This design comes from an exercise in tuning for low power on the open sky130 flow, not from production work. At most, simulation tests tie the RTL to the original design; equivalence was not proved. Function not checked in runs 6 and 7: the RTL went through the layout flow alone. In runs 3 to 8 the design's own scripts or RTL, not TritonCTS, make the clock network. The clock input has no modelled driver; a real chip could not lean on it and would need a root buffer or a full tree. No activity file was given, so power comes from the tool's default toggle rates.

File: config.mk
export PLATFORM = sky130hd
export DESIGN_NAME = fifo
export DESIGN_NICKNAME = fifo
export VERILOG_FILES = /design/flow/design.v
export SDC_FILE = /design/flow/constraint.sdc
export NUM_CORES = 4
export LEC_CHECK = 0
export CAP_MARGIN = 20
export CORE_MARGIN = 2
export CORE_UTILIZATION = 40
export PLACE_DENSITY = 0.6
export SLEW_MARGIN = 20
File: constraint.sdc
create_clock -name core_clock -period 3.3 [get_ports {clk}]
set_input_delay 0.6600 -clock core_clock [delete_from_list [all_inputs] [get_ports {clk}]]
set_output_delay 0.6600 -clock core_clock [all_outputs]
set_load 0.01 [all_outputs]
File: design.v
`timescale 1ns / 1ps
module fifo #(
    parameter DATA_WIDTH = 16,
    parameter DEPTH = 64, 
    parameter ALMOST_FULL_THRESH = 56,
    parameter ALMOST_EMPTY_THRESH = 8
)(
    input                   clk,
    input                   rst_n,        
    input                   wr_en,
    input  [DATA_WIDTH-1:0] wr_data,
    input                   rd_en,
    output reg [DATA_WIDTH-1:0] rd_data,
    output                  full,
    output                  empty,
    output                  almost_full,
    output                  almost_empty,
    output                  overflow_err,
    output                  underflow_err,
    output [DATA_WIDTH-1:0] fifo_count
);
    function integer clog2;
        input integer value;
        integer i;
        begin
            clog2 = 0;
            for (i = value-1; i > 0; i = i >> 1)
                clog2 = clog2 + 1;
        end
    endfunction
    localparam ADDR_WIDTH = clog2(DEPTH);
    reg [DATA_WIDTH-1:0] mem [0:DEPTH-1];
    reg [ADDR_WIDTH-1:0] write_pointer;    
    reg [ADDR_WIDTH-1:0] read_pointer;     
    reg [clog2(DEPTH+1)-1:0] count;        
    reg overflow_flag, underflow_flag;
    assign full         = (count == DEPTH);
    assign empty        = (count == 0);
    assign almost_full  = (count >= ALMOST_FULL_THRESH);
    assign almost_empty = (count <= ALMOST_EMPTY_THRESH);
    assign overflow_err = overflow_flag;
    assign underflow_err= underflow_flag;
    assign fifo_count   = count;
    always @(posedge clk) begin
        if (wr_en && !full)
            mem[write_pointer] <= wr_data;
    end
    always @(posedge clk or negedge rst_n) begin
        if (!rst_n) begin
            write_pointer <= 0;
        end else if (wr_en) begin
            if (!full) begin
                write_pointer <= write_pointer + 1'b1;
            end
        end
    end
    always @(posedge clk or negedge rst_n) begin
        if (!rst_n) begin
            read_pointer <= 0;
            rd_data <= 0;
        end else if (rd_en) begin
            if (!empty) begin
                rd_data <= mem[read_pointer];
                read_pointer <= read_pointer + 1'b1;
            end
        end
    end
    always @(posedge clk or negedge rst_n) begin
        if (!rst_n) begin
            count <= 0;
        end else begin
            case ({wr_en && !full, rd_en && !empty})
                2'b10: count <= count + 1'b1; 
                2'b01: count <= count - 1'b1;
                default: count <= count;      
            endcase
        end
    end
    always @(posedge clk or negedge rst_n) begin
        if (!rst_n) begin
            overflow_flag  <= 1'b0;
            underflow_flag <= 1'b0;
        end else begin
            if (wr_en && full)
                overflow_flag <= 1'b1;
            else if (overflow_flag && rd_en && !empty)
                overflow_flag <= 1'b0;
            if (rd_en && empty)
                underflow_flag <= 1'b1;
            else if (underflow_flag && wr_en && !full)
                underflow_flag <= 1'b0;
        end
    end
endmodule
File: run.sh
#!/bin/bash
# synth_recipe.tcl (not shown) runs the flow's synth.tcl, then flattens the netlist and writes it again
# the make line also repeats each setting of config.mk as NAME=value (left out here)
make -C /OpenROAD-flow-scripts/flow DESIGN_CONFIG=/design/flow/config.mk WORK_HOME=/design/flow/orfs CLKGATE_MAP_FILE= SYNTH_SCRIPT=/design/flow/synth_recipe.tcl finish
==> results.txt, run 1 <==
outcome no timing/DRC/antenna violations; Net Sw Frac 30.58%; CTS tree yes; Top FF cell, synth edfxtp_1; Detailed Route Iter0 Violations 2426; Placement Rows 117; Critical Path Start Type flip-flop; part of the Yosys area used for sequential elements 77.17%; power per standard cell area 822.8 nW/um^2; area leader, netlist edfxtp_1; Clock Skews 40.64 ps; combinational fraction of design power about 29%; CP required 2640 ps; Yosys reg bits 1061; P_int 27480 uW; placed instance area 44630 sq um; 1st-pass router iterations 5; switching pwr between 10000 and 15000 uW; unrepaired setup endpoints after global routing no; GRT Total Usage 19.48%; worst reg2reg startpoint read_pointer[0]; number of synthesized flops with an enable pin 1024; Syn Inst Count 1993; worst hold margin 96.43 ps; hold-fix buffers at CTS 0; fill count 8264; Die ar. between 100000 and 150000 sq um; Core ar. 101700 sq um; CP top delay family simple AND/OR/NAND/NOR gates; port buffer count 48; crit end category primary output; Die H between 300 and 400 um; Post-synth ARST share 3.487%; Tcrit/Tclk final 95.24%; CP max-delay cell or4_4; CP max FO 7; # clock sinks 1061; Longest Clk Path Bufs 3; vias in the first global route 20867; leak pwr 0.01565 uW; Buf+Inv Stages, Crit Path 1; Synth top area share 74.91%; worst slew pin tran 925.6 ps; Peak supply drop 457.6 uV; Design Area, Final ~48000 sq um; Sum Neg Setup Slack 0 ps; drt via density 5.607; Syn. warnings 1; number of H-tree levels 3; Hold Crit Class input pin to asynchronous set/reset pin; IO Count a little under 60; sequential group share of total power 40.7%; worst skew pair latency 680 ps; global-route wire length before repair 149800 um; Final Hold Fails 0; cts bufs inserted 105; Max Cap Viol 0; Avg Synthesized Cell Area 20.60 sq um; gr ovfl total 0; worst path cell trace or4_4 > nor2_1 > dlygate4sd2_1; Total Wirelength 102700 um; routed length per placed instance ~28 um; relative slew slack between 30% and 40%; vias roughly 21000; post-DP HPWL about 65000 um; placer's final routability congestion estimate roughly 0.87; post-layout min period 3143 ps; Worst path max stage delay approximately 610 ps; Cell Area, Synth 41050 sq um; top cells by area, synth edfxtp_1, mux4_2, mux2i_1; clk slew on worst S/H paths roughly 60 ps; post-layout net count 2243; synth unique cells 58; starting density of the core 40.35%; Core Util, Final 47.28%; worst setup path startpoint count[3]; Crit Path Category flip-flop to primary output; DRC 0; clock share of power 30.2%; root buffer cell clkbuf_16; fin. max-slew vios 0; layout cell share with drive strength beyond 1 26.78%; initial antenna violation count 3; largest net degree at the start of global routing 65; Final ANT Viol Nets 0; die extent in x roughly 320 um; Finish-stage setup viols 0; WP data arrival approximately 2500 ps; Layout area overhead 17.19%; Max Fclk 0.3182 GHz
[sequential cells by signal, summed over array words and instances, names as in the netlist]
name,flops
underflow_flag,1
mem,1024
overflow_flag,1
rd_data,16
count,7
read_pointer,6
write_pointer,6
[stage by stage]
stage | instances | worst slack (ps) | power [uW]
finish | 3678 | 157.0 | 39580
detailed placement | 3479 | 246.9 | 27950
global route | 3676 | 28.96 | 40930
CTS | 3676 | 46.59 | 39830
floorplan | 2001 | 15.70 | 22940
global placement | 3479 | 165.3 | 27760
[placed cells by master, fill, tap and decap left out, types with 30 or more instances in the layout]
cell type	netlist	layout
a22o_1	31	31
mux2i_1	128	128
dfrtp_1	37	33
buf_4	19	149
a211oi_1	32	32
clkdlybuf4s50_1	0	30
mux4_2	176	176
a22oi_1	37	37
edfxtp_1	1024	1024
mux2_2	49	49
clkbuf_16	0	107
nor2_1	72	71
o22ai_1	51	51
buf_12	0	48
[logic make-up after synthesis]
| kind of cell | share of synthesized area, % |
|---|---|
| xor gates and xnor gates | 0.3841 |
| AOI/OAI and AO/OA | 4.197 |
| muxes | 14.12 |
| buffers and inverters | 1.676 |
| adders and majority gates | 0.1524 |
| other | 0.009136 |
| DFF | 77.17 |
| and+or+nand+nor | 2.292 |
[final cells by class]
type,count,area (sq um),share of cell area [%]
inverter,6,25.02,0.05202
sequential,1061,31690,65.87
antenna,2,5.005,0.01040
tap,1368,1712,3.558
multi-input combinational,799,8746,18.18
clock buffer,124,2741,5.699
clock inverter,73,716.9,1.490
timing repair buffer,245,2474,5.142
[worst register-to-register path, delay by kind of cell (launching register included)]
kind | cells | cell delay (ps)
buf+inv | 3 | 1260
compound gates | 3 | 730
mux | 1 | 280
flops | 1 | 650
[synthesized netlist by cell type (17+ instances only)]
cell type  instances
a211oi_1          32
a21oi_1           23
a22o_1            31
a22oi_1           37
buf_1             17
buf_2             44
buf_4             19
clkbuf_1          51
dfrtp_1           37
edfxtp_1        1024
mux2_2            49
mux2i_1          128
mux4_2           176
nand2_1           29
nand4_1           20
nor2_1            72
o22ai_1           51
[layer usage]
metal  routed length [um]  global-route usage, %  vias up  part of all wire, %
met4                 1774                  4.621        6                  1.7
met3                 7384                  3.627      123                  7.2
met1                44350                  27.78    10970                   43
li1                     -                      -     8751                    -
met5                   41                      0        -                0.040
met2                49140                  31.15      771                   48
[power groups by stage]
stage                     logic (uW)  registers, uW  clock network [uW]
after floorplan                 6970          16000                   0
after global routing           12100          16100               12700
after CTS                      11600          16100               12100
after global placement         11400          16300                   0
after detailed placement       11600          16400                   0
final                          11500          16100               11900
[timing repair]
item,4_1_cts,5_1_grt
setup endpoints to repair,1,1
buffers inserted,0,0
resized for setup,1,1
[path summary, 6_finish.rpt]
check | to | slack (ps) | cells past startpoint
worst max register to register | rd_data[4] | 250 | 7
worst min-delay path | count[6] | 100 | 1
worst min register to register | overflow_flag | 500 | 1
min in group core_clock | mem[63][7] | 260 | 1
max in group asynchronous | read_pointer[1] | 2510 | 1
worst max-delay path | empty | 160 | 3
==> run 2: changes to the inputs <==
==> design.v (replaced) <==
`timescale 1ns / 1ps
module fifo #(
    parameter DATA_WIDTH = 16,
    parameter DEPTH = 64,
    parameter ALMOST_FULL_THRESH = 56,
    parameter ALMOST_EMPTY_THRESH = 8
)(
    input                   clk,
    input                   rst_n,
    input                   wr_en,
    input  [DATA_WIDTH-1:0] wr_data,
    input                   rd_en,
    output [DATA_WIDTH-1:0] rd_data,
    output                  full,
    output                  empty,
    output                  almost_full,
    output                  almost_empty,
    output                  overflow_err,
    output                  underflow_err,
    output [DATA_WIDTH-1:0] fifo_count
);
    localparam AW = 6;
    reg [DATA_WIDTH-1:0] mem [0:DEPTH-1];
    reg [AW-1:0] wp;
    reg [AW-1:0] rp;
    reg [AW:0]   cnt_r;
    reg [DATA_WIDTH-1:0] rd_r;
    reg alive;
    reg rd_valid;
    reg overflow_flag, underflow_flag;
    wire [AW:0] count = cnt_r & {(AW+1){alive}};
    assign full         = count[AW];
    assign empty        = (count == 0);
    assign almost_full  = (count >= ALMOST_FULL_THRESH);
    assign almost_empty = (count <= ALMOST_EMPTY_THRESH);
    assign overflow_err = overflow_flag;
    assign underflow_err= underflow_flag;
    assign fifo_count   = {{(DATA_WIDTH-AW-1){1'b0}}, count};
    assign rd_data      = rd_r & {DATA_WIDTH{rd_valid}};
    wire wr_acc = wr_en & ~full;
    wire rd_acc = rd_en & ~empty;
    always @(posedge clk or negedge rst_n) begin
        if (!rst_n) begin
            alive    <= 1'b0;
            rd_valid <= 1'b0;
        end else begin
            alive    <= alive | wr_en | rd_en;
            rd_valid <= rd_valid | rd_acc;
        end
    end
    always @(posedge clk) begin
        if (wr_acc)
            mem[wp] <= wr_data;
    end
    always @(posedge clk) begin
        if (rd_acc)
            rd_r <= mem[rp];
    end
    genvar k;
    generate
        for (k = 0; k < AW; k = k + 1) begin : g_ptr
            wire wcarry, rcarry;
            if (k == 0) begin : g_c0
                assign wcarry = 1'b1;
                assign rcarry = 1'b1;
            end else begin : g_ck
                assign wcarry = &wp[k-1:0];
                assign rcarry = &rp[k-1:0];
            end
            always @(posedge clk)
                if (wr_acc && wcarry)
                    wp[k] <= ~wp[k];
            always @(posedge clk)
                if (empty && wr_en)
                    rp[k] <= wp[k];
                else if (rd_acc && rcarry)
                    rp[k] <= ~rp[k];
        end
    endgenerate
    wire inc = wr_acc & ~rd_acc;
    wire dec = rd_acc & ~wr_acc;
    genvar j;
    generate
        for (j = 0; j <= AW; j = j + 1) begin : g_cnt
            wire tog;
            if (j == 0) begin : g_t0
                assign tog = inc | dec;
            end else begin : g_tj
                assign tog = (inc & (&count[j-1:0])) | (dec & ~(|count[j-1:0]));
            end
            always @(posedge clk)
                if (!alive || tog)
                    cnt_r[j] <= count[j] ^ tog;
        end
    endgenerate
    always @(posedge clk or negedge rst_n) begin
        if (!rst_n) begin
            overflow_flag  <= 1'b0;
            underflow_flag <= 1'b0;
        end else begin
            if (wr_en && full)
                overflow_flag <= 1'b1;
            else if (rd_acc)
                overflow_flag <= 1'b0;
            if (rd_en && empty)
                underflow_flag <= 1'b1;
            else if (wr_acc)
                underflow_flag <= 1'b0;
        end
    end
endmodule
==> config.mk (replaced) <==
export PLATFORM = sky130hd
export DESIGN_NAME = fifo
export DESIGN_NICKNAME = fifo
export VERILOG_FILES = /design/flow/design.v
export SDC_FILE = /design/flow/constraint.sdc
export NUM_CORES = 4
export LEC_CHECK = 0
export CAP_MARGIN = 0
export CORE_MARGIN = 2
export CORE_UTILIZATION = 60
export CTS_BUF_LIST = sky130_fd_sc_hd__clkbuf_16
export CTS_CLUSTER_DIAMETER = 50
export CTS_CLUSTER_SIZE = 50
export PLACE_DENSITY = 0.8
export SLEW_MARGIN = 0
==> run 2 against run 1 <==
Design area is 3.2% lower; via count is 2.8% higher; final cell count is 16% lower; critical path type unchanged.
==> results.txt, run 2 <==
synth unique cells 47; worst slew pin tran 1076 ps; unrepaired setup endpoints after global routing no; layout cell share with drive strength beyond 1 between 20% and 30%; CP max FO 7; Top FF cell, synth edfxtp_1; Power Total 26960 uW; number of synthesized flops with an enable pin approximately 1100; Total Wirelength approximately 99000 um; commonest cells after routing, fill and taps aside edfxtp_1, mux4_2, buf_4, nor2_1, clkbuf_16; CP required 2640 ps; max FFs per register 1024; post-layout min period 3228 ps; Syn. warnings 1; CP top delay family simple AND/OR/NAND/NOR gates; leak pwr 0.01505 uW; Synth top area share 77.40%; Longest Clk Path Bufs 3; Max Fclk 0.3098 GHz; Syn Inst Count 1944; hold-fix buffers at CTS 0; most common cell after layout, fill and taps aside edfxtp_1; Avg Synthesized Cell Area roughly 21 sq um; Critical Path Start Type flip-flop; routed length per placed instance around 32 um; top cells by area, synth edfxtp_1, mux4_2, mux2i_1; Crit Path Category flip-flop to primary output; setup slack on the worst flop-to-flop path 140 ps; Clock Skews 42.40 ps; largest net degree at the start of global routing 65; number of H-tree levels 3; count leader, synth edfxtp_1; GRT Total Usage ~29%; crit end category primary output; port buffer count 48; Largest regs mem x1024, rd_r x16, cnt_r x7; CTS tree yes; die extent in x about 270 um; global-route wire length before repair 144700 um; switching pwr 6045 uW; Cell Area, Synth 41080 sq um; placer's final routability congestion estimate 0.9091; worst skew pair latency 670 ps; vias about 21000; 1st-pass router iterations 8; setup ws final 72.21 ps; Tcrit/Tclk final 97.81%; part of the Yosys area used for sequential elements between 70% and 80%; Peak supply drop 394.7 uV; Die ar. slightly above 70000 sq um; IO Count between 50 and 60; outcome no timing/DRC/antenna violations; Placement Rows 95; initial antenna violation count 6; worst path cell trace or4_4 > o21ai_2 > clkdlybuf4s50_1; sequential group share of total power 55.2%; vias in the first global route 20978; # clock sinks 1063; relative slew slack between 20% and 30%; post-layout net count 2172; post-DP HPWL between 60000 and 70000 um; WP data arrival 2570 ps; fill count slightly below 4000; worst reg2reg startpoint rp[2]; root buffer cell clkbuf_16; Worst path max stage delay roughly 600 ps; clock share of power 40.4%; combinational fraction of design power approximately 4.4%; Net Sw Frac 22.42%; Sum Neg Setup Slack 0 ps; power per standard cell area 579.1 nW/um^2; Layout area overhead 13.33%; Core ar. 67510 sq um; Buf+Inv Stages, Crit Path 1; CP max-delay cell or4_4; FF-to-FF End rd_r[10]; Die H 265.7 um; Design Area, Final 46560 sq um; clk slew on worst S/H paths about 80 ps; fin. max-slew vios 0; Detailed Route Iter0 Violations 3686; Most flops, register mem; Final ANT Viol Nets 0; Hold Crit Class input pin to asynchronous set/reset pin; top cells by count, synth edfxtp_1, mux4_2, nor2_1; Reg2Reg Depth 6; Setup WS pre-CTS approximately 220 ps; cts bufs inserted 85; Finish-stage setup viols 0; P_int 20920 uW; area leader, netlist edfxtp_1; gr ovfl total 0; Max Cap Viol 0; DRC 0; starting density of the core 60.85%; placed instance area between 40000 and 50000 sq um; Yosys reg bits 1063; Final Hold Fails 0; Post-synth ARST share less than 1%; drt via density 6.844
run 2: how the worst max path moves through the flow:
stage	from	to	slack, ps	cells after the start
CTS	cnt_r[3]	empty	30	3
floorplan	cnt_r[0]	cnt_r[2]	240	11
global placement	wr_en	mem[43][0]	300	6
detailed placement	wr_en	mem[43][6]	220	6
global route	cnt_r[0]	empty	10	3
finish	cnt_r[3]	empty	70	3
run 2: timing repair:
action,in CTS,in global routing
endpoints found under the setup margin,1,1
resized for setup,1,1
pin swaps,0,0
setup buffers,0,1
run 2: power by group through the flow:
stage	Sequential, uW	Clock (uW)	Combinational, uW
6_report	14900	10900	1190
5_1_grt	14900	11400	1240
4_1_cts	14900	11000	1180
3_5_place_dp	15200	0	1170
3_3_place_gp	15200	0	1140
2_1_floorplan	15200	0	619
run 2: layer usage:
| layer | GRT usage [%] | wire (um) |
|---|---|---|
| met4 | 11.69 | 4504 |
| met5 | 0 | 28 |
| met2 | 43.86 | 46480 |
| met3 | 5.749 | 12530 |
| met1 | 42.09 | 35820 |
run 2: final cells by class:
cell class	instances	area [sq um]	share of cell area (%)
Antenna cell	1	2.502	0.005375
Inverter	17	63.81	0.1371
Timing Repair Buffer	220	1904	4.090
Clock inverter	72	833.3	1.790
Tap cell	873	1092	2.346
Sequential cell	1063	31900	68.52
Clock buffer	88	2202	4.730
Multi-Input combinational cell	763	8561	18.39
run 2: metrics by stage:
| stage | util, % | cells | hold WS, ps |
|---|---|---|---|
| 2_1_floorplan | - | 1952 | 364.4 |
| 5_1_grt | 68.96 | 3097 | 213.6 |
| 3_3_place_gp | 64.44 | 2935 | 492.0 |
| 4_1_cts | 68.94 | 3095 | 186.2 |
| 3_5_place_dp | 64.44 | 2935 | 506.0 |
| 6_report | 68.96 | 3097 | 195.0 |
run 2: kinds of logic (layout without fill, tap and decap cells):
family | Yosys count | count (layout) | synth area share, %
multiplexers | 301 | 301 | 14.71
AND/OR/NAND/NOR | 267 | 267 | 2.933
adder cells (fa/ha/maj) | 2 | 2 | 0.06090
other | 1 | 10 | 0.009128
buffers and inverters | 126 | 397 | 1.632
AO/OA/AOI/OAI | 181 | 181 | 2.942
flip-flops | 1063 | 1063 | 77.65
XOR/XNOR | 3 | 3 | 0.06397
run 2: worst reg2reg max path: stages, from the launching register on:
cell      delay, ps
edfxtp_1        870
inv_1           150
nor2_1          850
buf_4           340
a22oi_1         160
a21oi_1         470
or4_1           190
==> run 3: changes to the inputs <==
==> flow/run.sh (new file) <==
#!/bin/bash
# Standard layout (the standard.sh) with a custom clock tree: ORFS's cts step
# sources flow/custom_cts.tcl (PRE_CTS_TCL), which builds the tree and stands in
# for TritonCTS. Everything else is the standard flow.
set -euo pipefail
export PRE_CTS_TCL="$(pwd)/flow/custom_cts.tcl"
export CCTS_CLK=clk
export CCTS_LEAF_MAX=24
export CCTS_MID_MAX=6
bash standard.sh > standard.log 2>&1
==> flow/custom_cts.tcl (new file) <==
# Custom clock tree, sourced by ORFS's cts step (PRE_CTS_TCL) before its call to
# clock_tree_synthesis, which it then replaces with a no-op.
# The flip-flops are split into compact groups of at most LEAF_MAX by recursive
# balanced bisection of their placement; each group gets a clkbuf_16 at its centre.
# The leaf buffers are grouped the same way (at most MID_MAX per group) up to one
# root buffer, which is the only cell the clock port drives.
set leaf_max [expr {[info exists ::env(CCTS_LEAF_MAX)] ? $::env(CCTS_LEAF_MAX) : 28}]
set mid_max  [expr {[info exists ::env(CCTS_MID_MAX)] ? $::env(CCTS_MID_MAX) : 6}]
set bufname  [expr {[info exists ::env(CCTS_BUF)] ? $::env(CCTS_BUF) : "sky130_fd_sc_hd__clkbuf_16"}]

set ::ccts_block [ord::get_db_block]
set ::ccts_master [[ord::get_db] findMaster $bufname]
set clk_net [$::ccts_block findNet $::env(CCTS_CLK)]

# items: list of {x y iterm}
proc ccts_split {items nparts} {
  if {$nparts <= 1} { return [list $items] }
  set xs [lmap it $items {lindex $it 0}]
  set ys [lmap it $items {lindex $it 1}]
  set dx [expr {[tcl::mathfunc::max {*}$xs] - [tcl::mathfunc::min {*}$xs]}]
  set dy [expr {[tcl::mathfunc::max {*}$ys] - [tcl::mathfunc::min {*}$ys]}]
  set key [expr {$dx >= $dy ? 0 : 1}]
  set sorted [lsort -real -index $key $items]
  set na [expr {$nparts / 2}]
  set nb [expr {$nparts - $na}]
  set n [llength $sorted]
  set cut [expr {int(round(double($n) * $na / $nparts))}]
  set a [lrange $sorted 0 [expr {$cut - 1}]]
  set b [lrange $sorted $cut end]
  return [concat [ccts_split $a $na] [ccts_split $b $nb]]
}

proc ccts_center {items} {
  set sx 0.0; set sy 0.0
  foreach it $items { set sx [expr {$sx + [lindex $it 0]}]; set sy [expr {$sy + [lindex $it 1]}] }
  set n [llength $items]
  return [list [expr {int($sx / $n)}] [expr {int($sy / $n)}]]
}

set ::ccts_count 0
proc ccts_add_buffer {level x y loads} {
  set name "ccts_${level}_$::ccts_count"
  incr ::ccts_count
  set inst [odb::dbInst_create $::ccts_block $::ccts_master $name]
  set net [odb::dbNet_create $::ccts_block "clknet_$name"]
  $net setSigType CLOCK
  [$inst findITerm X] connect $net
  foreach it $loads {
    set iterm [lindex $it 2]
    $iterm disconnect
    $iterm connect $net
  }
  set w [[$inst getMaster] getWidth]
  set h [[$inst getMaster] getHeight]
  $inst setLocation [expr {$x - $w / 2}] [expr {$y - $h / 2}]
  $inst setPlacementStatus PLACED
  return [list $x $y [$inst findITerm A]]
}

set sinks {}
foreach iterm [$clk_net getITerms] {
  set bb [[$iterm getInst] getBBox]
  lappend sinks [list [expr {([$bb xMin] + [$bb xMax]) / 2}] [expr {([$bb yMin] + [$bb yMax]) / 2}] $iterm]
}
puts "custom cts: [llength $sinks] sinks on [$clk_net getName]"

set level 0
set nodes $sinks
set maxn $leaf_max
while {[llength $nodes] > 1} {
  set ngroups [expr {int(ceil(double([llength $nodes]) / $maxn))}]
  set groups [ccts_split $nodes $ngroups]
  set next {}
  foreach g $groups {
    lassign [ccts_center $g] x y
    lappend next [ccts_add_buffer $level $x $y $g]
  }
  puts "custom cts: level $level: [llength $nodes] loads in [llength $groups] groups"
  set nodes $next
  set maxn $mid_max
  incr level
}
# the clock port now drives only the root buffer
[lindex $nodes 0 2] connect $clk_net
proc ::clock_tree_synthesis {args} { puts "custom clock tree already built; clock_tree_synthesis skipped" }
==> standard.sh (new file) <==
#!/bin/bash
# synth_recipe.tcl (not shown) runs the flow's synth.tcl, then flattens the netlist and writes it again
# the make line also repeats each setting of config.mk as NAME=value (left out here)
make -C /OpenROAD-flow-scripts/flow DESIGN_CONFIG=/design/flow/config.mk WORK_HOME=/design/flow/orfs CLKGATE_MAP_FILE= SYNTH_SCRIPT=/design/flow/synth_recipe.tcl "${@:-finish}"
--- a/config.mk
+++ b/config.mk
@@ -8,8 +8,5 @@
 export CAP_MARGIN = 0
 export CORE_MARGIN = 2
 export CORE_UTILIZATION = 60
-export CTS_BUF_LIST = sky130_fd_sc_hd__clkbuf_16
-export CTS_CLUSTER_DIAMETER = 50
-export CTS_CLUSTER_SIZE = 50
 export PLACE_DENSITY = 0.8
 export SLEW_MARGIN = 0
removed: run.sh
==> run 3 against run 2 <==
Via count fell by 2.7%; fmax is 0.56% lower; routed wire length is 2.7% lower; clock power decreased by 37%; clock skew down 5.3 ps; design area down 3.5%; area after synthesis did not move; sequential share of layout area grew 2.5 points; critical path depth unchanged; synthesized cell count is the same; register-to-register slack better by 60 ps; combinational power about the same; critical path type unchanged.
==> results.txt, run 3 <==
Clock Skews 37.07 ps; drt via density 6.889; unrepaired setup endpoints after global routing no; Cell Area, Synth 41080 sq um; power per standard cell area 511.0 nW/um^2; WP data arrival about 2600 ps; Power Total between 20000 and 25000 uW; 1st-pass router iterations 6; Hold Crit Class input pin to asynchronous set/reset pin; combinational fraction of design power 5.2%; switching pwr 4593 uW; Total Wirelength a little under 100000 um; Syn. warnings 1; Diodes inserted 0; top cells by count, synth edfxtp_1, mux4_2, nor2_1; setup ws final 54.15 ps; Detailed Route Iter0 Violations ~3600; Layout area overhead 9.352%; Net Sw Frac 20.01%; Final Hold Fails 0; Finish-stage setup viols 0; Die H between 200 and 300 um; clock share of power 30.1%; Sum Neg Setup Slack 0 ps; fill count 4087; crit end category primary output; gr ovfl total 0; Tcrit/Tclk final 98.36%; Most flops, register mem; Yosys reg bits 1063; Synth top area share 77.40%; Core Util, Final ~67%; port buffer count 48; largest net degree at the start of global routing 65; non-filler cells, final 2993; number of synthesized flops with an enable pin 1059; Core ar. 67510 sq um; max FFs per register 1024; Max Fclk 0.3081 GHz; area leader, netlist edfxtp_1; global-route wire length before repair between 100000 and 150000 um; Placement Rows 95; die extent in x 265.7 um; Final ANT Viol Nets 0; part of the Yosys area used for sequential elements 77.65%; worst skew pair latency 700 ps; starting density of the core 60.85%; DRC 0; top cells by area, synth edfxtp_1, mux4_2, mux2i_1; P_int 18360 uW; commonest cells after routing, fill and taps aside edfxtp_1, mux4_2, buf_4, nor2_1; clk slew on worst S/H paths 90 ps; synth unique cells 47; Die ar. 70580 sq um; Crit Path Category flip-flop to primary output; Setup WS pre-CTS 223.8 ps; Critical Path Start Type flip-flop; count leader, synth edfxtp_1; Syn Inst Count 1944; Post-synth ARST share 0.3763%; hold-fix buffers at CTS 0; relative slew slack 30.35%; vias 20619; most common cell after layout, fill and taps aside edfxtp_1; leak pwr 0.01424 uW; routed length per placed instance approximately 32 um; Max Cap Viol 0; CP max FO 7; Peak supply drop 338.3 uV; placer's final routability congestion estimate between 0.9 and 1; fin. max-slew vios 0; post-layout net count 2144; post-layout min period 3246 ps; sequential group share of total power 64.8%; IO Count 58; outcome no timing/DRC/antenna violations; Top FF cell, synth edfxtp_1; layout cell share with drive strength beyond 1 23.35%; Largest regs mem x1024, rd_r x16, cnt_r x7; Avg Synthesized Cell Area between 20 and 25 sq um; Placed Cells 2935; vias in the first global route 20250; worst slew pin tran roughly 1000 ps; initial antenna violation count 1; post-DP HPWL 60600 um; CP required 2640 ps; GRT Total Usage 27.56%
run 3: cell counts after synthesis:
Identical to the previous run, type by type.
run 3: area by class of cell:
class	count	area (sq um)	share of cell area, %
plain buffers	56	1401	3.119
inverters	17	63.81	0.1420
multi-input cells	763	8557	19.05
flip-flops and latches	1063	31900	71.01
well taps	873	1092	2.431
repair buffers	221	1912	4.255
run 3: timing repair:
| action | CTS | global route |
|---|---|---|
| gates resized for setup | 0 | 1 |
| buffers inserted | 0 | 2 |
| endpoints found under the setup margin | 0 | 1 |
run 3: power groups by stage:
| stage | combinational [uW] | sequential, uW | clock [uW] |
|---|---|---|---|
| floorplan | 619 | 15200 | 0 |
| global placement | 1140 | 15200 | 0 |
| detailed placement | 1170 | 15200 | 0 |
| CTS | 1180 | 15200 | 5390 |
| global route | 1240 | 14900 | 7340 |
| finish | 1180 | 14900 | 6900 |
run 3: cell families (layout without fill, tap and decap cells):
logic type | Yosys count | count (layout) | share of synthesized area, %
xor gates and xnor gates | 3 | 3 | 0.06397
AOI/OAI and AO/OA | 181 | 181 | 2.942
other | 1 | 9 | 0.009128
buffers and inverters | 126 | 294 | 1.632
adders and majority gates | 2 | 2 | 0.06090
and+or+nand+nor | 267 | 267 | 2.933
muxes | 301 | 301 | 14.71
DFF | 1063 | 1063 | 77.65
run 3: path summary, 6_finish.rpt:
kind	start	endpoint	slack [ps]	depth (start not counted)
max reg2reg	rp[2]	rd_r[1]	200	6
min reg2reg	alive	alive	520	1
min in group core_clock	wr_data[14]	mem[27][14]	400	1
min	rst_n	underflow_flag	190	1
max	cnt_r[3]	empty	50	3
max in group asynchronous	rst_n	rd_valid	2930	1
run 3: metal layers:
| metal | share of wire [%] | GRT usage, % |
|---|---|---|
| met1 | 37 | 40.97 |
| met3 | 12 | 4.712 |
| met4 | 3.3 | 6.696 |
| met2 | 48 | 43.76 |
| met5 | 0 | 0 |
run 3: critical path: stages (launching register included):
cell	delay (ps)
edfxtp_1	490
or4_1	610
o21ai_2	230
clkdlybuf4s50_1	590
run 3: stage by stage:
stage,hold WS [ps],cell area (sq um)
after floorplan,364.4,41110
after global placement,492.0,43510
after detailed placement,506.0,43510
after CTS,506.7,44910
after global routing,193.3,44930
final,187.7,44930
==> run 4: changes to the inputs <==
--- a/flow/run.sh
+++ b/flow/run.sh
@@ -5,6 +5,6 @@
 set -euo pipefail
 export PRE_CTS_TCL="$(pwd)/flow/custom_cts.tcl"
 export CCTS_CLK=clk
-export CCTS_LEAF_MAX=24
+export CCTS_LEAF_MAX=28
 export CCTS_MID_MAX=6
 bash standard.sh > standard.log 2>&1
==> run 4 against run 3 <==
Sequential power about the same; largest power group unchanged; global-route usage fell by 0.072 points; final cell count barely moved; still clean on timing, DRC and antenna; clock skew up 23 ps; critical endpoint unchanged; critical path depth is the same; combinational power hardly changed; via count decreased by 0.41%; routed wire length decreased by 0.52%; sequential cell count did not move; design area down 0.37%; setup slack better by 15 ps.
==> results.txt, run 4 <==
outcome no timing/DRC/antenna violations; worst setup path startpoint cnt_r[3]; worst skew pair latency 720 ps; Final ANT Viol Nets 0; post-layout min period 3231 ps; gr ovfl total 0; hold-fix buffers at CTS 0; Finish-stage setup viols 0; global-route wire length before repair 140000 um; Total Wirelength 96170 um; worst hold margin roughly 160 ps; clk slew on worst S/H paths 100 ps; area of the multi-input gates 8557 sq um; max FFs per register 1024; 1st-pass router iterations 5; xor and xnor area share after synthesis 0.06395%; Core ar. 67510 sq um; Max Cap Viol 0; post-DP HPWL 60600 um; Yosys reg bits 1063; Crit Path Category flip-flop to primary output; post-layout net count 2140; Critical Path Start Type flip-flop; number of synthesized flops with an enable pin 1059; worst reg2reg startpoint rp[2]; Final Hold Fails 0; relative slew slack 24.56%; vias 20535; Syn. warnings 1; Layout area overhead 8.951%; unrepaired setup endpoints after global routing no; Die ar. 70580 sq um; Syn Inst Count 1944; layout cell share with drive strength beyond 1 23.20%; IO Count 58; Avg Synthesized Cell Area 21.13 sq um; Reg2Reg Depth 6; Largest regs mem x1024, rd_r x16, cnt_r x7; commonest cells after routing, fill and taps aside edfxtp_1, mux4_2, buf_4, nor2_1, mux2i_1; Simple-Gate Fraction of Synth Area 2.933%; synth unique cells 47; Cell Area, Synth 41080 sq um; M1 WL 35860 um; met2 wire length 45640 um; most common cell after layout, fill and taps aside edfxtp_1; met3 WL post-DR 11550 um; placer's final routability congestion estimate 0.9091; drt via density 6.866; routed length per placed instance 32.15 um; CP required 2640 ps; die extent in x 265.7 um; initial antenna violation count 4; part of the Yosys area used for sequential elements between 70% and 80%; largest family of logic cells by synthesized area multiplexers; top cells by area, synth edfxtp_1, mux4_2, mux2i_1; area share of fa/ha/maj cells after synthesis 0.06091%; Post-synth ARST share less than 1%; Placement Rows 95; Hold Crit Class input pin to asynchronous set/reset pin; Detailed Route Iter0 Violations 3423; Peak supply drop 310.5 uV; mux share of post-synthesis cell area 14.71%; GRT Total Usage 27.49%; power per standard cell area 502.3 nW/um^2; Die H 265.7 um; Tcrit/Tclk final 97.92%; port buffer count 48; total area of sequential cells 31900 sq um; vias in the first global route between 20000 and 25000; crit end category primary output; Top FF cell, synth edfxtp_1; CP max FO 6; fill count slightly above 4000; Synth top area share 77.40%; Most flops, register mem; Max Fclk 0.3095 GHz; leak pwr 0.01416 uW; starting density of the core 60.85%; top cells by count, synth edfxtp_1, mux4_2, nor2_1; WP data arrival 2570 ps; DRC 0; Clock Skews 60.15 ps; largest net degree at the start of global routing 65; Sum Neg Setup Slack 0 ps; DR top layer met5; worst slew pin tran 1127 ps; count leader, synth edfxtp_1; Compound-Gate Fraction of Synth Area 2.942%; fin. max-slew vios 0; area leader, netlist edfxtp_1
-- run 4: final timing paths --
| path | to | slack [ps] |
|---|---|---|
| worst max-delay path | empty | 70 |
| worst min-delay path | underflow_flag | 160 |
| worst max register to register | rd_r[1] | 130 |
| worst min register to register | alive | 530 |
| max in group asynchronous | rd_valid | 2970 |
| min in group core_clock | mem[27][14] | 390 |
-- run 4: critical path, stage by stage, from the launching register on --
cell and delay [ps]:
edfxtp_1 470, or4_1 600, o21ai_2 220, clkdlybuf4s50_1 590
-- run 4: through the flow --
| step | instances | power [uW] | util (%) | worst slack [ps] | area (sq um) |
|---|---|---|---|---|---|
| 2_1_floorplan | 1952 | 15790 | - | 239.4 | 41110 |
| 3_3_place_gp | 2935 | 16320 | 64.44 | 302.3 | 43510 |
| 3_5_place_dp | 2935 | 16360 | 64.44 | 223.8 | 43510 |
| 4_1_cts | 2983 | 21260 | 66.22 | 217.1 | 44710 |
| 5_1_grt | 2989 | 23040 | 66.29 | 21.55 | 44760 |
| 6_report | 2991 | 22490 | 66.30 | 68.75 | 44760 |
-- run 4: cell families after synthesis --
family | count (synthesis)
other | 1
adder cells (fa/ha/maj) | 2
AO/OA/AOI/OAI | 181
buffers and inverters | 126
AND/OR/NAND/NOR | 267
XOR/XNOR | 3
flip-flops | 1063
multiplexers | 301
-- run 4: what timing repair did --
| item | 4_1_cts | 5_1_grt |
|---|---|---|
| setup endpoints to repair | 0 | 1 |
| gates resized for setup | 0 | 1 |
| buffers inserted | 0 | 6 |
| endpoints found under the hold margin | 0 | 0 |
-- run 4: area by class of cell --
type	instances	area share, %
diodes	2	0.01118
plain buffers	48	2.683
inverters	17	0.1426
multi-input cells	763	19.12
flip-flops and latches	1063	71.27
well taps	873	2.440
repair buffers	225	4.338
-- run 4: metal layers --
layer | vias up | global-route usage, %
met1 | 10694 | 41.11
met4 | 4 | 6.650
met2 | 1346 | 43.07
met3 | 177 | 5.138
met5 | - | 0
li1 | 8314 | -
-- run 4: report_power, final --
part | total (uW) | internal, uW | switching (uW)
clock network | 6420 | 2640 | 3780
logic | 1190 | 465 | 725
registers | 14900 | 14900 | 24.0
total | 22500 | 18000 | 4530
==> run 5: changes to the inputs <==
--- a/flow/run.sh
+++ b/flow/run.sh
@@ -7,4 +7,6 @@
 export CCTS_CLK=clk
 export CCTS_LEAF_MAX=28
 export CCTS_MID_MAX=6
+export CCTS_MID_BUF=sky130_fd_sc_hd__clkbuf_8
+export MIN_CLK_ROUTING_LAYER=met1
 bash standard.sh > standard.log 2>&1
--- a/flow/custom_cts.tcl
+++ b/flow/custom_cts.tcl
@@ -2,7 +2,7 @@
 # clock_tree_synthesis, which it then replaces with a no-op.
 # The flip-flops are split into compact groups of at most LEAF_MAX by recursive
 # balanced bisection of their placement; each group gets a clkbuf_16 at its centre.
-# The leaf buffers are grouped the same way (at most MID_MAX per group) up to one
+# The leaf buffers are grouped (buffers CCTS_MID_BUF above the leaves) the same way (at most MID_MAX per group) up to one
 # root buffer, which is the only cell the clock port drives.
 set leaf_max [expr {[info exists ::env(CCTS_LEAF_MAX)] ? $::env(CCTS_LEAF_MAX) : 28}]
 set mid_max  [expr {[info exists ::env(CCTS_MID_MAX)] ? $::env(CCTS_MID_MAX) : 6}]
@@ -10,6 +10,8 @@
 
 set ::ccts_block [ord::get_db_block]
 set ::ccts_master [[ord::get_db] findMaster $bufname]
+set midname [expr {[info exists ::env(CCTS_MID_BUF)] ? $::env(CCTS_MID_BUF) : $bufname}]
+set ::ccts_mid_master [[ord::get_db] findMaster $midname]
 set clk_net [$::ccts_block findNet $::env(CCTS_CLK)]
 
 # items: list of {x y iterm}
@@ -41,7 +43,8 @@
 proc ccts_add_buffer {level x y loads} {
   set name "ccts_${level}_$::ccts_count"
   incr ::ccts_count
-  set inst [odb::dbInst_create $::ccts_block $::ccts_master $name]
+  set m [expr {$level == 0 ? $::ccts_master : $::ccts_mid_master}]
+  set inst [odb::dbInst_create $::ccts_block $m $name]
   set net [odb::dbNet_create $::ccts_block "clknet_$name"]
   $net setSigType CLOCK
   [$inst findITerm X] connect $net
==> run 5 against run 4 <==
Via count is 0.25% lower; clock power is 5.1% lower; sequential share of layout area is 0.18 points higher; fmax hardly changed; routed wire length is 0.15% lower; sequential power hardly changed; register-to-register slack hardly changed; critical path type unchanged; largest power group unchanged.
==> results.txt, run 5 <==
outcome no timing/DRC/antenna violations; area of the multi-input gates 8557 sq um; GRT Total Usage between 20% and 30%; Largest regs mem x1024, rd_r x16, cnt_r x7; fin. max-slew vios 0; Peak supply drop 314.1 uV; Clock Skews 69.68 ps; clk slew on worst S/H paths 100 ps; Crit Path Category flip-flop to primary output; Cell Area, Synth 41080 sq um; sequential group share of total power 67.1%; relative slew slack 25.94%; Final ANT Viol Nets 0; Placed Cells 2935; placer's final routability congestion estimate 0.9091; combinational fraction of design power 5.4%; layout cell share with drive strength beyond 1 23.20%; crit end category primary output; Avg Synthesized Cell Area about 21 sq um; Final Hold Fails 0; post-DP HPWL 60600 um; Post-synth ARST share 0.3763%; worst skew pair latency 810 ps; CP max-delay cell dfrtp_1; Placement Rows 95; Die H approximately 270 um; commonest cells after routing, fill and taps aside edfxtp_1, mux4_2, buf_4, nor2_1, mux2i_1; Top FF cell, synth edfxtp_1; count leader, synth edfxtp_1; routed length per placed instance 32.13 um; leak pwr 0.01413 uW; Synth top area share 77.40%; area leader, netlist edfxtp_1; Syn. warnings 1; total area of sequential cells about 32000 sq um; power per standard cell area just under 500 nW/um^2; worst slew pin tran 1107 ps; largest net degree at the start of global routing 65; Die ar. between 70000 and 80000 sq um; Max Cap Viol 0; post-layout min period between 3000 and 4000 ps; Syn Inst Count roughly 2000; gr ovfl total 0; Most flops, register mem; most common cell after layout, fill and taps aside edfxtp_1; P_int 17670 uW; Layout area overhead 8.670%; top cells by area, synth edfxtp_1, mux4_2, mux2i_1; starting density of the core between 60% and 70%; DRC 0; Detailed Route Iter0 Violations 3563; Buf+Inv Stages, Crit Path 1; Critical Path Start Type flip-flop; max FFs per register 1024; die extent in x around 270 um; switching pwr 4483 uW; Hold Crit Class input pin to asynchronous set/reset pin; Worst path max stage delay 750 ps; Max Fclk between 0.3 and 0.4 GHz; non-filler cells, final 2989; initial antenna violation count 0; drt via density 6.853; IO Count 58; part of the Yosys area used for sequential elements 77.65%; post-layout net count roughly 2100; worst path cell trace and2_1 > clkdlybuf4s50_1; vias in the first global route 20071; synth unique cells 47; Tcrit/Tclk final between 90% and 100%; CP max FO 17; CP top delay family flip-flops; Total Wirelength 96030 um; 1st-pass router iterations 5; Net Sw Frac between 20% and 30%; worst hold margin 76.60 ps; number of synthesized flops with an enable pin between 1000 and 1500; port buffer count 48; global-route wire length before repair 139600 um; CP required 2640 ps; clock share of power between 20% and 30%; Power Total 22160 uW; vias between 20000 and 25000; Yosys reg bits between 1000 and 1500; Finish-stage setup viols 0; Diodes inserted 0; WP data arrival ~2600 ps; fill count just over 4000; Core ar. approximately 68000 sq um; top cells by count, synth edfxtp_1, mux4_2, nor2_1
-- run 5: cell counts after synthesis --
Identical to the previous run, type by type.
-- run 5: kinds of logic after synthesis --
group | share of synthesized area, %
compound gates | 2.942
xor+xnor | 0.06397
fa+ha+maj | 0.06090
buf+inv | 1.632
flops | 77.65
mux | 14.71
other cells | 0.009128
simple gates | 2.933
-- run 5: final cells by class --
| type | count | area share [%] |
|---|---|---|
| inverter | 17 | 0.1429 |
| timing repair buffer | 225 | 4.355 |
| multi-input combinational | 763 | 19.17 |
| buffer | 48 | 2.438 |
| sequential | 1063 | 71.45 |
| tap | 873 | 2.447 |
-- run 5: per-layer routing --
metal / vias up / wire length (um) / global-route usage [%]
met4: 0 / 2536 / 4.889
met5: - / 0 / 0
met2: 1340 / 46120 / 43.71
met3: 137 / 10870 / 3.786
met1: 10699 / 36490 / 42.02
li1: 8308 / - / -
-- run 5: worst reg2reg max path, stage by stage (launching register included) --
cell      delay [ps]
edfxtp_1         870
inv_1            130
nor2_1           870
buf_4            340
a22oi_1          160
a21oi_1          460
or4_1            180
-- run 5: what timing repair did --
item,in CTS,in global routing
gates resized for setup,0,2
buffers inserted,0,6
setup endpoints to repair,0,1
hold buffers,0,0
-- run 5: through the flow --
step	TNS (ps)	worst slack, ps	util, %	cell area (sq um)
after floorplan	0	239.4	-	41110
after global placement	0	302.3	64.44	43510
after detailed placement	0	223.8	64.44	43510
after CTS	0	217.1	66.05	44600
after global routing	-1.704	-1.704	66.13	44650
final	0	67.87	66.13	44650
-- run 5: power by group through the flow --
| stage | sequential [uW] | clock [uW] | combinational, uW |
|---|---|---|---|
| after floorplan | 15200 | 0 | 619 |
| after global placement | 15200 | 0 | 1140 |
| after detailed placement | 15200 | 0 | 1170 |
| after CTS | 15200 | 4600 | 1180 |
| after global routing | 14900 | 6550 | 1250 |
| final | 14900 | 6090 | 1190 |
-- run 5: worst paths after layout --
| check | from | to | slack, ps | cells after the start |
|---|---|---|---|---|
| setup / recovery | rd_valid | rd_data[10] | 70 | 2 |
| hold / removal | rst_n | overflow_flag | 80 | 1 |
| setup reg to reg | rp[2] | rd_r[10] | 140 | 6 |
| hold reg to reg | alive | alive | 530 | 1 |
| max in group asynchronous | rst_n | alive | 3040 | 1 |
| min in group core_clock | wr_data[14] | mem[27][14] | 290 | 1 |
==> run 6: changes to the inputs <==
--- a/design.v
+++ b/design.v
@@ -48,13 +48,15 @@
             rd_valid <= rd_valid | rd_acc;
         end
     end
+    wire [AW-1:0] wa = {wp[0], wp[1], wp[2], wp[3], wp[4], wp[5]};
+    wire [AW-1:0] ra = {rp[0], rp[1], rp[2], rp[3], rp[4], rp[5]};
     always @(posedge clk) begin
         if (wr_acc)
-            mem[wp] <= wr_data;
+            mem[wa] <= wr_data;
     end
     always @(posedge clk) begin
         if (rd_acc)
-            rd_r <= mem[rp];
+            rd_r <= mem[ra];
     end
     genvar k;
     generate
--- a/flow/run.sh
+++ b/flow/run.sh
@@ -8,5 +8,4 @@
 export CCTS_LEAF_MAX=28
 export CCTS_MID_MAX=6
 export CCTS_MID_BUF=sky130_fd_sc_hd__clkbuf_8
-export MIN_CLK_ROUTING_LAYER=met1
 bash standard.sh > standard.log 2>&1
==> run 6 against run 5 <==
Setup slack better by 33 ps; critical path type unchanged; global-route usage fell by 1.3 points; die area about the same; sequential power hardly changed; synthesized cell count grew 1.6%; final cell count rose by 0.43%.
==> results.txt, run 6 <==
commonest cells after routing, fill and taps aside edfxtp_1, mux4_2, buf_4, mux2i_1, a22oi_1; drt via density 6.824; WP data arrival about 2500 ps; die extent in x 265.8 um; Buf+Inv Stages, Crit Path 1; fin. max-slew vios 0; crit end category primary output; DRC 0; P_int ~17000 uW; worst slew pin tran 1093 ps; Critical Path Start Type flip-flop; number of synthesized flops with an enable pin 1059; post-layout net count 2152; Die ar. 70620 sq um; DR top layer met5; Setup WS pre-CTS ~140 ps; Layout area overhead 8.930%; Die H 265.8 um; met3 WL post-DR 9834 um; power per standard cell area roughly 480 nW/um^2; Syn. warnings 1; Peak supply drop slightly below 300 uV; Placement Rows 95; Yosys reg bits 1063; placer's final routability congestion estimate 0.9606; Top FF cell, synth edfxtp_1; max FFs per register 1024; post-DP HPWL 58380 um; count leader, synth edfxtp_1; non-filler cells, final 3002; worst path cell trace nor3_1 > nor2_1 > o21ai_0 > clkdlybuf4s50_1; Crit Path Category flip-flop to primary output; relative slew slack 26.98%; Most flops, register mem; CP max FO 8; 1st-pass router iterations 8; gr ovfl total 0; met2 wire length 43590 um; top cells by count, synth edfxtp_1, mux4_2, mux2i_1; area leader, netlist edfxtp_1; setup ws final 101.2 ps; Max Cap Viol 0; Post-synth ARST share 0.3763%; Max Fclk 0.3126 GHz; global-route wire length before repair 135100 um; CP top delay family buffers and inverters; top cells by area, synth edfxtp_1, mux4_2, mux2i_1; leak pwr 0.01423 uW; unrepaired setup endpoints after global routing yes; vias in the first global route 20161; initial antenna violation count 3; routed length per placed instance 30.82 um; sequential group share of total power 68.7%; GRT Total Usage 26.07%; Total Wirelength 92510 um; Final Hold Fails 0; part of the Yosys area used for sequential elements 77.60%; IO Count 58; largest net degree at the start of global routing 65; Net Sw Frac 19.63%; Finish-stage setup viols 0; Syn Inst Count 1975; switching pwr 4254 uW; clock share of power 28.1%; CP required 2640 ps; Cell Area, Synth 41110 sq um; starting density of the core 60.89%; Placed Cells just under 3000; layout cell share with drive strength beyond 1 21.15%; vias just over 20000; M1 WL about 36000 um; Core Util, Final 66.33%; post-layout min period roughly 3200 ps; Final ANT Viol Nets 0; Synth top area share 77.36%; Hold Crit Class input pin to asynchronous set/reset pin; Core ar. slightly below 70000 sq um; port buffer count 48; combinational fraction of design power under 10%; Tcrit/Tclk final a little over nine tenths; Detailed Route Iter0 Violations 3341; outcome no timing/DRC/antenna violations; worst skew pair latency 810 ps; most common cell after layout, fill and taps aside edfxtp_1; CP max-delay cell clkdlybuf4s50_1; hold-fix buffers at CTS 0; synth unique cells 49; Largest regs mem x1024, rd_r x16, cnt_r x7; Clock Skews 98.21 ps; Avg Synthesized Cell Area 20.81 sq um; Worst path max stage delay 550 ps; clk slew on worst S/H paths 110 ps
==> run 6: cell count changes in the layout (fill, tap and decap cells not counted), sizes merged, moves of 14 or more <==
| cell | change |
|---|---|
| mux2i | +34 |
| a21oi | +28 |
| nor3 | -14 |
| nor2 | -47 |
| o21ai | -22 |
| mux4 | -30 |
| a22oi | +35 |
==> run 6: power by group through the flow <==
stage	Clock, uW	Combinational (uW)	Sequential (uW)
2_1_floorplan	0	234	15200
3_3_place_gp	0	645	15200
3_5_place_dp	0	675	15200
4_1_cts	4600	676	15200
5_1_grt	6530	727	14900
6_report	6100	692	14900
==> run 6: layout make-up <==
class	instances	area (sq um)
inverter	17	63.81
timing repair buffer	214	2037
multi-input combinational	786	8594
tap	873	1092
sequential	1063	31900
fill	4092	22740
antenna	1	2.502
buffer	48	1089
==> run 6: kinds of logic (layout without fill, tap and decap cells) <==
family / after synthesis / count (layout) / share of synthesized area [%]
flops: 1063 / 1063 / 77.60
mux: 302 / 302 / 13.81
simple gates: 236 / 236 / 2.788
compound gates: 234 / 234 / 4.015
buf+inv: 134 / 279 / 1.656
xor+xnor: 3 / 3 / 0.06393
fa+ha+maj: 2 / 2 / 0.06086
other cells: 1 / 10 / 0.009122
==> run 6: worst paths after layout <==
check / from / end / slack (ps) / cells after the start
worst max-delay path: cnt_r[1] / almost_empty / 100 / 4
worst min-delay path: rst_n / underflow_flag / 30 / 1
worst max register to register: rp[5] / rd_r[6] / 190 / 8
worst min register to register: underflow_flag / underflow_flag / 510 / 2
max in group asynchronous: rst_n / overflow_flag / 3100 / 1
min in group core_clock: wr_data[12] / mem[39][12] / 380 / 2
==> run 6: stage by stage <==
stage / setup TNS (ps) / power (uW) / hold slack [ps] / area (sq um)
final: 0 / 21680 / 32.82 / 44780
after detailed placement: 0 / 15870 / 480.4 / 43660
after global routing: -60.43 / 22150 / 47.39 / 44780
after CTS: 0 / 20470 / 480.4 / 44750
after global placement: 0 / 15840 / 474.8 / 43660
after floorplan: 0 / 15420 / 364.4 / 41140
==> run 6: metal layers <==
layer	global-route usage [%]	vias to the layer above
met3	4.353	170
met2	40.79	1297
li1	-	8422
met1	38.66	10592
met5	0	-
met4	7.804	4
==> run 6: timing repair <==
item / CTS / global route
setup endpoints to repair: 0 / 2
setup buffers: 0 / 2
resized for setup: 0 / 3
==> run 7: changes to the inputs <==
--- a/flow/run.sh
+++ b/flow/run.sh
@@ -5,7 +5,7 @@
 set -euo pipefail
 export PRE_CTS_TCL="$(pwd)/flow/custom_cts.tcl"
 export CCTS_CLK=clk
-export CCTS_LEAF_MAX=28
+export CCTS_LEAF_MAX=31
 export CCTS_MID_MAX=6
 export CCTS_MID_BUF=sky130_fd_sc_hd__clkbuf_8
 bash standard.sh > standard.log 2>&1
==> run 7 against run 6 <==
Still clean; worst hold slack better by 150 ps; core utilization is 0.16 points lower; clock skew is 42 ps lower; die area stayed put; via count about the same; clock power decreased by 5.9%; highest routed layer unchanged.
==> results.txt, run 7 <==
top cells by count, synth edfxtp_1, mux4_2, mux2i_1; Top FF cell, synth edfxtp_1; Total Wirelength between 90000 and 100000 um; vias in the first global route 20096; DRC 0; Reg2Reg Depth 8; layout cell share with drive strength beyond 1 between 20% and 30%; Net Sw Frac 19.38%; clock share of power between 20 and 30%; fin. max-slew vios 0; max FFs per register 1024; combinational fraction of design power 3.2%; initial antenna violation count 3; Avg Synthesized Cell Area 20.81 sq um; Detailed Route Iter0 Violations 3140; Sum Neg Setup Slack 0 ps; Core ar. approximately 68000 sq um; worst reg2reg startpoint rp[5]; vias 20468; Syn. warnings 1; Layout area overhead 8.674%; worst slew pin tran 1123 ps; unrepaired setup endpoints after global routing no; starting density of the core 60.89%; placer's final routability congestion estimate 0.9606; gr ovfl total 0; top cells by area, synth edfxtp_1, mux4_2, mux2i_1; relative slew slack 24.93%; worst skew pair latency 720 ps; largest net degree at the start of global routing 65; crit end category primary output; IO Count between 50 and 60; Syn Inst Count 1975; post-layout net count between 2000 and 2500; FF-to-FF End rd_r[6]; hold-fix buffers at CTS 0; Final Hold Fails 0; CP required approximately 2600 ps; 1st-pass router iterations 6; die extent in x 265.8 um; number of synthesized flops with an enable pin between 1000 and 1500; setup slack on the worst flop-to-flop path 150 ps; Most flops, register mem; outcome no timing/DRC/antenna violations; P_int 17180 uW; power per standard cell area around 480 nW/um^2; Final ANT Viol Nets 0; Max Cap Viol 0; clk slew on worst S/H paths 110 ps; DR top layer met5; Max Fclk between 0.3 and 0.4 GHz; commonest cells after routing, fill and taps aside edfxtp_1, mux4_2, buf_4, mux2i_1, a22oi_1; routed length per placed instance around 30 um; Synth top area share 77.36%; sequential group share of total power 69.8%; Clock Skews 56.47 ps; Die ar. 70620 sq um; Hold Crit Class input pin to asynchronous set/reset pin; Yosys reg bits 1063; Crit Path Category flip-flop to primary output; global-route wire length before repair 133500 um; Critical Path Start Type flip-flop; Die H 265.8 um; CP max FO 7; drt via density ~6.8; Finish-stage setup viols 0; leak pwr approximately 0.014 uW; WP data arrival 2510 ps; Placement Rows 95; post-layout min period 3169 ps; M1 WL between 30000 and 40000 um; synth unique cells 49; part of the Yosys area used for sequential elements 77.60%; area leader, netlist edfxtp_1; met3 WL post-DR 10270 um; count leader, synth edfxtp_1; switching pwr 4130 uW; Cell Area, Synth 41110 sq um; Peak supply drop between 300 and 400 uV; Largest regs mem x1024, rd_r x16, cnt_r x7; GRT Total Usage 25.68%; met2 wire length ~43000 um; most common cell after layout, fill and taps aside edfxtp_1; Tcrit/Tclk final a little over nine tenths; Post-synth ARST share 0.3763%; Core Util, Final between 60% and 70%; post-DP HPWL between 50000 and 60000 um; port buffer count 48
run 7: cell count changes in the layout (fill, tap and decap cells not counted), sizes merged:
cell           before  now
buf               182  184
clkbuf             48   42
clkdlybuf4s50      31   32
diode               1    2
dlymetal6s2s        1    0
run 7: logic make-up (layout without fill, tap and decap cells):
logic type	Yosys count	after routing	synth area share (%)
xor gates and xnor gates	3	3	0.06393
buffers and inverters	134	275	1.656
other	1	11	0.009122
and+or+nand+nor	236	236	2.788
DFF	1063	1063	77.60
AOI/OAI and AO/OA	234	234	4.015
muxes	302	302	13.81
adders and majority gates	2	2	0.06086
run 7: per-stage QoR:
step	power, uW	setup WS (ps)	std cells	hold WS, ps	instance area, sq um
6_report	21310	131.3	2999	178.4	44670
3_5_place_dp	15870	141.6	2951	480.4	43660
5_1_grt	21790	43.26	2998	183.7	44670
4_1_cts	20200	116.9	2993	480.4	44640
3_3_place_gp	15840	278.0	2951	474.8	43660
2_1_floorplan	15420	393.7	1983	364.4	41140
run 7: area by class of cell:
type	count	area, sq um
antenna	2	5.005
buffer	42	972.2
fill	4124	22840
tap	873	1092
sequential	1063	31900
timing repair buffer	216	2049
multi-input combinational	786	8591
inverter	17	63.81
run 7: critical path, cell delays in order (launching register included):
cell and delay [ps]:
edfxtp_1 480, or4_1 610, o21ai_2 190, clkdlybuf4s50_1 560
run 7: per-layer routing:
layer  track usage (%)  vias up
met2             40.07     1346
met4             7.607        2
met3             4.076      156
met1             38.40    10552
met5                 0        -
li1                  -     8412
run 7: timing repair:
item,4_1_cts,5_1_grt
gates resized for setup,0,1
endpoints found under the setup margin,0,1
buffers inserted,0,4
run 7: worst max-delay path by stage:
| stage | cells after the start | to | startpoint |
|---|---|---|---|
| global route | 3 | empty | cnt_r[2] |
| detailed placement | 6 | mem[17][8] | wr_en |
| finish | 3 | empty | cnt_r[2] |
| floorplan | 11 | cnt_r[2] | cnt_r[0] |
| CTS | 6 | mem[17][6] | wr_en |
| global placement | 6 | mem[17][8] | wr_en |
run 7: power by group through the flow:
stage                     sequential, uW  clock [uW]  combinational, uW
final                              14900        5740                689
after global routing               14900        6180                726
after CTS                          15200        4330                675
after detailed placement           15200           0                675
after global placement             15200           0                645
after floorplan                    15200           0                234
==> run 8: changes to the inputs <==
--- a/design.v
+++ b/design.v
@@ -21,14 +21,16 @@
 );
     localparam AW = 6;
     reg [DATA_WIDTH-1:0] mem [0:DEPTH-1];
-    reg [AW-1:0] wp;
-    reg [AW-1:0] rp;
+    reg [AW-1:0] wp_r;
+    reg [AW-1:0] rp_r;
     reg [AW:0]   cnt_r;
     reg [DATA_WIDTH-1:0] rd_r;
     reg alive;
     reg rd_valid;
     reg overflow_flag, underflow_flag;
-    wire [AW:0] count = cnt_r & {(AW+1){alive}};
+    wire [AW:0]   count = cnt_r & {(AW+1){alive}};
+    wire [AW-1:0] wp    = wp_r & {AW{alive}};
+    wire [AW-1:0] rp    = rp_r & {AW{alive}};
     assign full         = count[AW];
     assign empty        = (count == 0);
     assign almost_full  = (count >= ALMOST_FULL_THRESH);
@@ -58,25 +60,26 @@
         if (rd_acc)
             rd_r <= mem[ra];
     end
+    wire rp_load = empty & (wr_en | ~alive);
     genvar k;
     generate
         for (k = 0; k < AW; k = k + 1) begin : g_ptr
-            wire wcarry, rcarry;
+            wire wtog, rtog;
             if (k == 0) begin : g_c0
-                assign wcarry = 1'b1;
-                assign rcarry = 1'b1;
+                assign wtog = wr_acc;
+                assign rtog = rd_acc;
             end else begin : g_ck
-                assign wcarry = &wp[k-1:0];
-                assign rcarry = &rp[k-1:0];
+                assign wtog = wr_acc & (&wp[k-1:0]);
+                assign rtog = rd_acc & (&rp[k-1:0]);
             end
             always @(posedge clk)
-                if (wr_acc && wcarry)
-                    wp[k] <= ~wp[k];
+                if (!alive || wtog)
+                    wp_r[k] <= wp[k] ^ wtog;
             always @(posedge clk)
-                if (empty && wr_en)
-                    rp[k] <= wp[k];
-                else if (rd_acc && rcarry)
-                    rp[k] <= ~rp[k];
+                if (rp_load)
+                    rp_r[k] <= wp[k];
+                else if (rtog)
+                    rp_r[k] <= ~rp[k];
         end
     endgenerate
     wire inc = wr_acc & ~rd_acc;
--- a/flow/run.sh
+++ b/flow/run.sh
@@ -5,7 +5,7 @@
 set -euo pipefail
 export PRE_CTS_TCL="$(pwd)/flow/custom_cts.tcl"
 export CCTS_CLK=clk
-export CCTS_LEAF_MAX=31
+export CCTS_LEAF_MAX=33
 export CCTS_MID_MAX=6
 export CCTS_MID_BUF=sky130_fd_sc_hd__clkbuf_8
 bash standard.sh > standard.log 2>&1
==> run 8 against run 7 <==
Largest power group unchanged; first-iteration DRC count up 31%; routed wire length up 18%; still clean; highest routed layer unchanged; sequential share of layout area down 2.5 points; total power up 0.20%; sequential cell count unchanged.
==> results.txt, run 8 <==
Syn. warnings 1; placer's final routability congestion estimate 0.9396; Total Wirelength 107400 um; Layout area overhead 8.451%; relative slew slack between 20% and 30%; Avg Synthesized Cell Area 17.01 sq um; fin. max-slew vios 0; Detailed Route Iter0 Violations 4108; post-layout net count 2677; Critical Path Start Type flip-flop; Synth top area share 74.48%; number of synthesized flops with an enable pin 1059; Top FF cell, synth edfxtp_1; power per standard cell area 461.2 nW/um^2; Final Hold Fails 0; count leader, synth edfxtp_1; CP required roughly 2600 ps; die extent in x 270.8 um; Max Fclk 0.3055 GHz; Syn Inst Count 2510; Tcrit/Tclk final 99.18%; Hold Crit Class input pin to asynchronous set/reset pin; clk slew on worst S/H paths 120 ps; Setup WS pre-CTS 293.1 ps; max FFs per register 1024; Placement Rows 97; port buffer count 48; vias in the first global route 23739; WP data arrival 2610 ps; post-layout min period 3273 ps; hold-fix buffers at CTS 0; Yosys reg bits 1063; top cells by area, synth edfxtp_1, mux2_2, mux4_2; synth unique cells 69; outcome no timing/DRC/antenna violations; worst slew pin tran 1192 ps; initial antenna violation count 3; Design Area, Final approximately 46000 sq um; Final ANT Viol Nets 0; layout cell share with drive strength beyond 1 22.21%; starting density of the core roughly three fifths; Most flops, register mem; largest net degree at the start of global routing 85; Max Cap Viol 0; Post-synth ARST share 0.3763%; Largest regs mem x1024, rd_r x16, cnt_r x7; most common cell after layout, fill and taps aside edfxtp_1; M2 GR Usage 45.15%; part of the Yosys area used for sequential elements between 70% and 80%; leak pwr about 0.015 uW; IO Count 58; DRC 0; Core ar. 70270 sq um; Clock Skews roughly 42 ps; placed instance area between 40000 and 50000 sq um; global-route wire length before repair around 160000 um; Peak supply drop between 400 and 500 uV; gr busiest metal met2; gr ovfl total 0; met1 usage 42.17%; Finish-stage setup viols 0; 1st-pass router iterations 6; vias between 20000 and 25000; commonest cells after routing, fill and taps aside edfxtp_1, buf_4, nor2_1, mux2_2, o21ai_0; area leader, netlist edfxtp_1; worst skew pair latency 740 ps; crit end category primary output; setup ws final 27.03 ps; Crit Path Category flip-flop to primary output; xor and xnor area share after synthesis 0.1846%; largest family of logic cells by synthesized area multiplexers; routed length per placed instance 29.88 um; CP max FO 4; Die ar. 73310 sq um; GRT Total Usage 29.02%; Cell Area, Synth 42700 sq um; post-DP HPWL 69930 um; Simple-Gate Fraction of Synth Area 6.482%; met3 usage between 4 and 5%; Die H 270.8 um; top cells by count, synth edfxtp_1, nor2_1, mux2_2; area share of fa/ha/maj cells after synthesis 0.08791%; drt via density between 6 and 7; mux share of post-synthesis cell area 9.274%; Compound-Gate Fraction of Synth Area 7.086%
-- run 8: changes by cell type in the layout (fill, tap and decap cells not counted), sizes merged, moves of 51 or more --
cell	before	now
mux2	0	171
mux4	212	81
nor2	85	193
o21ai	8	112
mux2i	90	21
a211oi	11	65
buf	184	238
nand3b	0	51
-- run 8: per-stage QoR --
| step | power [uW] | utilization (%) | hold slack [ps] | setup TNS [ps] | cells |
|---|---|---|---|---|---|
| after detailed placement | 15960 | 64.43 | 516.7 | 0 | 3540 |
| after global routing | 21830 | 65.89 | 143.8 | -54.70 | 3593 |
| after global placement | 15930 | 64.43 | 503.2 | 0 | 3540 |
| final | 21360 | 65.90 | 136.2 | 0 | 3595 |
| after floorplan | 15460 | - | 364.4 | -4624 | 2518 |
| after CTS | 20170 | 65.74 | 526.1 | 0 | 3580 |
-- run 8: final cells by class --
class | instances | area [sq um]
Timing Repair Buffer | 270 | 2300
Antenna cell | 3 | 7.507
Inverter | 12 | 45.04
Multi-Input combinational cell | 1267 | 9952
Buffer | 40 | 922.1
Fill cell | 4514 | 23960
Tap cell | 940 | 1176
Sequential cell | 1063 | 31900
-- run 8: final timing paths --
path | startpoint | to | slack [ps] | cells past startpoint
worst min register to register | underflow_flag | underflow_flag | 570 | 1
max in group asynchronous | rst_n | alive | 2950 | 1
worst max-delay path | cnt_r[4] | empty | 30 | 3
min in group core_clock | wr_data[9] | mem[20][9] | 360 | 1
worst min-delay path | rst_n | underflow_flag | 140 | 1
worst max register to register | rp_r[5] | rd_r[2] | 260 | 7
-- run 8: worst max-delay path: stages, from the launching register on --
cell             delay [ps]
edfxtp_1                480
or4_1                   600
a21oi_2                 250
clkdlybuf4s50_1         590
-- run 8: timing repair --
| action | CTS | global route |
|---|---|---|
| endpoints found under the setup margin | 0 | 3 |
| gates resized for setup | 0 | 1 |
| buffers inserted | 0 | 12 |
-- run 8: power breakdown --
| part | internal, uW | switching (uW) |
|---|---|---|
| clock | 2010 | 3650 |
| sequential | 14900 | 37.0 |
| combinational | 237 | 552 |
-- run 8: logic make-up after synthesis --
logic type | Yosys count
multiplexers | 273
flip-flops | 1063
other | 1
adder cells (fa/ha/maj) | 3
XOR/XNOR | 9
AO/OA/AOI/OAI | 455
AND/OR/NAND/NOR | 518
buffers and inverters | 188
-- run 8: metal layers --
metal,up-vias,wire [um]
met4,6,5228
li1,10192,-
met5,-,39
met1,12303,40020
met2,1719,49570
met3,252,12580

## afterwards: timing with drivers on the ports
The results above use ideal ports. As a check the final layouts listed here were re-extracted and re-timed, cells and wires unchanged.
Step 1: set_driving_cell puts a clkbuf_16 on clk and a buf_2 on each other input, an assumption about the parent block.
Step 2, shift: input delay + t, output delay - t, t = (earliest + latest rising clock arrival at the registers) / 2. This alone moves slack from input paths to output paths.
Three values: no drivers, after step 1, after step 2; two values: the first two.
run	t (ns)	slack for setup (ns)	worst setup path after step 2	cell pins on the clock port's net
run 1	0.722	0.157 / 0.092 / 0.221	input to register	1
run 2	0.720	0.072 / 0.003 / 0.053	input to register	1
run 3	0.744	0.054 / -0.008 / 0.103	input to register	1
run 4	0.746	0.069 / 0.010 / 0.047	input to register	1
run 5	0.835	0.068 / 0.010 / 0.062	input to register	1
run 6	0.826	0.101 / 0.043 / -0.015	input to register	1
run 7	0.759	0.131 / 0.067 / -0.019	input to register	1
run 8	0.784	0.027 / -0.040 / 0.154	input to register	1
Met with ideal ports but missed after step 2: setup timing in run 6 and run 7. The setup slack of run 7, which loses most, moves by -0.064 ns with the drivers and by -0.150 ns with both steps.
